What follows belongs to an exercise in optimizing a design on an open flow for small area, a short achievable clock period and few clock cycles per item; a production flow would make more cautious choices. In this exercise RTL edits were held to simulation tests only and were not proved equivalent to the original. Power and IR drop assume default switching activity.

Design main_file, start of the top module:
module main_file
(
    input  wire        clk,
    input  wire        rst,         
    input  wire        start,       
    output wire        done,        
    output wire [7:0]  mem_addr,    
    output wire        mem_we,      
    output wire [31:0] mem_wdata,   
    input  wire [31:0] mem_rdata    
);
reg  [3:0] i, j, m;
reg        ph_b;            
reg        wr;              
reg [31:0] R;
wire [31:0] g0 = ~mem_rdata & R;
wire [31:0] p0 = ~mem_rdata | R;
wire [7:0]  g1, p1;
wire [3:0]  g2, p2;
wire [1:0]  g3, p3;
genvar k;
generate
    for (k = 0; k < 8; k = k + 1) begin : c1
        assign g1[k] = g0[4*k+3] | p0[4*k+3] & (g0[4*k+2] | p0[4*k+2] & (g0[4*k+1] | p0[4*k+1] & g0[4*k]));
        assign p1[k] = &p0[4*k+3:4*k];
    end
    for (k = 0; k < 4; k = k + 1) begin : c2
        assign g2[k] = g1[2*k+1] | (p1[2*k+1] & g1[2*k]);
        assign p2[k] = p1[2*k+1] & p1[2*k];
    end
    for (k = 0; k < 2; k = k + 1) begin : c3
        assign g3[k] = g2[2*k+1] | (p2[2*k+1] & g2[2*k]);
        assign p3[k] = p2[2*k+1] & p2[2*k];
    end
endgenerate
wire       lt   = g3[1] | (p3[1] & g3[0]);
wire       idle = i[3] & i[1] & i[0];       
  ...
For scale: ~210 cells after synthesis, about 77 I/O pins, about 0.0021 sq mm of cells after synthesis.
export LEC_CHECK = 0
export CAP_MARGIN = 20
export CORE_MARGIN = 2
export CORE_UTILIZATION = 60
export SLEW_MARGIN = 20
create_clock -name core_clock -period 10.0 [get_ports {clk}]
standard.sh (not shown) runs the stock make flow with config.mk's settings and CLKGATE_MAP_FILE= SYNTH_SCRIPT=/design/flow/synth_recipe.tcl, a recipe that flattens the netlist after the stock synthesis.
==> flow/flow/run.sh <==
#!/bin/bash
# Layout: the standard flow (standard.sh) with these changes:
#  - after the standard synthesis, the gates between the registers are
#    re-mapped by ABC for area (flow/resyn.tcl); registers keep their names
#    and cells;
#  - port buffers are buf_1 instead of the larger default;
#  - the clock tree uses clkbuf_8 only, without dummy loads.
set -euo pipefail
bash standard.sh synth > synth.log 2>&1
R=orfs/results/sky130hd/main_file/base
cp $R/1_2_yosys.v standard_synth.v
RESYN_IN=standard_synth.v RESYN_OUT=$R/1_2_yosys.v RESYN_SCRIPT=flow/resyn.abc \
  yosys -c flow/resyn.tcl > resyn.log 2>&1
bash standard.sh \
  BUFFER_PORTS_ARGS="-buffer_cell sky130_fd_sc_hd__buf_1" \
  SETUP_SLACK_MARGIN=5.7 \
  CTS_ARGS="-sink_clustering_enable -repair_clock_nets -dont_use_dummy_load -buf_list sky130_fd_sc_hd__clkbuf_4" \
  finish > layout.log 2>&1
==> flow/flow/resyn.abc <==
strash
dch -f
map -a
==> flow/flow/resyn.tcl <==
# Re-map the combinational logic of the standard synthesis netlist for area.
# Flip-flops (and tie cells) are kept as black boxes, so every register keeps
# its name and cell type; only the gates between them are re-mapped by ABC.
yosys -import
set lib $::env(FLOW_HOME)/platforms/sky130hd/lib/sky130_fd_sc_hd__tt_025C_1v80.lib
set dont_use {}
set f [open $::env(FLOW_HOME)/platforms/sky130hd/config.mk r]
foreach c [lsort -unique [regexp -all -inline {sky130_fd_sc_hd__[a-z0-9_]+} [read $f]]] {
  lappend dont_use -dont_use $c
}
close $f
read_liberty -ignore_miss_func -ignore_miss_data_latch $lib
read_verilog $::env(RESYN_IN)
hierarchy -top $::env(FLOW_TOP)
set seq {}
foreach c [regexp -all -inline {sky130_fd_sc_hd__[a-z0-9_]+} [exec grep -o {sky130_fd_sc_hd__[a-z0-9_]*} $::env(RESYN_IN)]] {
  if {[regexp {df|conb} $c]} { lappend seq $c }
}
yosys blackbox {*}[lsort -unique $seq]
flatten
# the flattened gates' pin wires get private names, so ports keep theirs
yosys rename -hide w:*.*
opt_clean -purge
abc -liberty $lib {*}$dont_use -script $::env(RESYN_SCRIPT)
opt_clean -purge
# cells as black boxes again, so checks see pin directions and only the top is written
read_liberty -lib -overwrite $lib
setundef -zero
hilomap -singleton -hicell sky130_fd_sc_hd__conb_1 HI -locell sky130_fd_sc_hd__conb_1 LO
splitnets
opt_clean -purge
# ports driven by a constant get a buffer each, as in the standard synthesis
insbuf -buf sky130_fd_sc_hd__buf_4 A X
opt_clean -purge
tee -o resyn_stat.txt stat -liberty $lib
check -assert -mapped
write_verilog -noattr -nohex -nodec $::env(RESYN_OUT)
Testbench counts at the start, summed over its fixed seeds: cycles 17,088, sorts 192.
Then changed:
--- a/flow/flow/run.sh
+++ b/flow/flow/run.sh
@@ -16,3 +16,3 @@
   SETUP_SLACK_MARGIN=5.7 \
-  CTS_ARGS="-sink_clustering_enable -repair_clock_nets -dont_use_dummy_load -buf_list sky130_fd_sc_hd__clkbuf_4" \
+  CTS_ARGS="-sink_clustering_enable -repair_clock_nets -dont_use_dummy_load -buf_list sky130_fd_sc_hd__clkbuf_8" \
   finish > layout.log 2>&1
The changed run completed without violations.
Sequential power is about the same.
Synthesized cell count does not change.
Setup slack improved by 19 ps.

## what the ideal ports hide
No port has a modelled driver above. Below, the same layouts with a new extraction and two added sets of constraints. Step 1 assumes that a clkbuf_16 drives the clock port and a buf_2 every other input. Step 2, shift: input delay + t, output delay - t, t = (earliest + latest rising clock arrival at the registers) / 2. This alone moves slack from input paths to output paths. Three values: no drivers, after step 1, after step 2; two values: the first two.
run	shift t [ns]	slack for setup (ns)	worst setup path at the end	slew at the worst register clock pin (ns)
the first run	0.362	5.695 / 5.657 / 5.625	input to register	0.12 / 0.12
the second run	0.316	5.714 / 5.676 / 5.570	input to register	0.07 / 0.07
After both steps setup and hold are still met in every run listed. The setup slack of the second run, which loses most, moves by -0.038 ns with the drivers and by -0.144 ns with both steps.
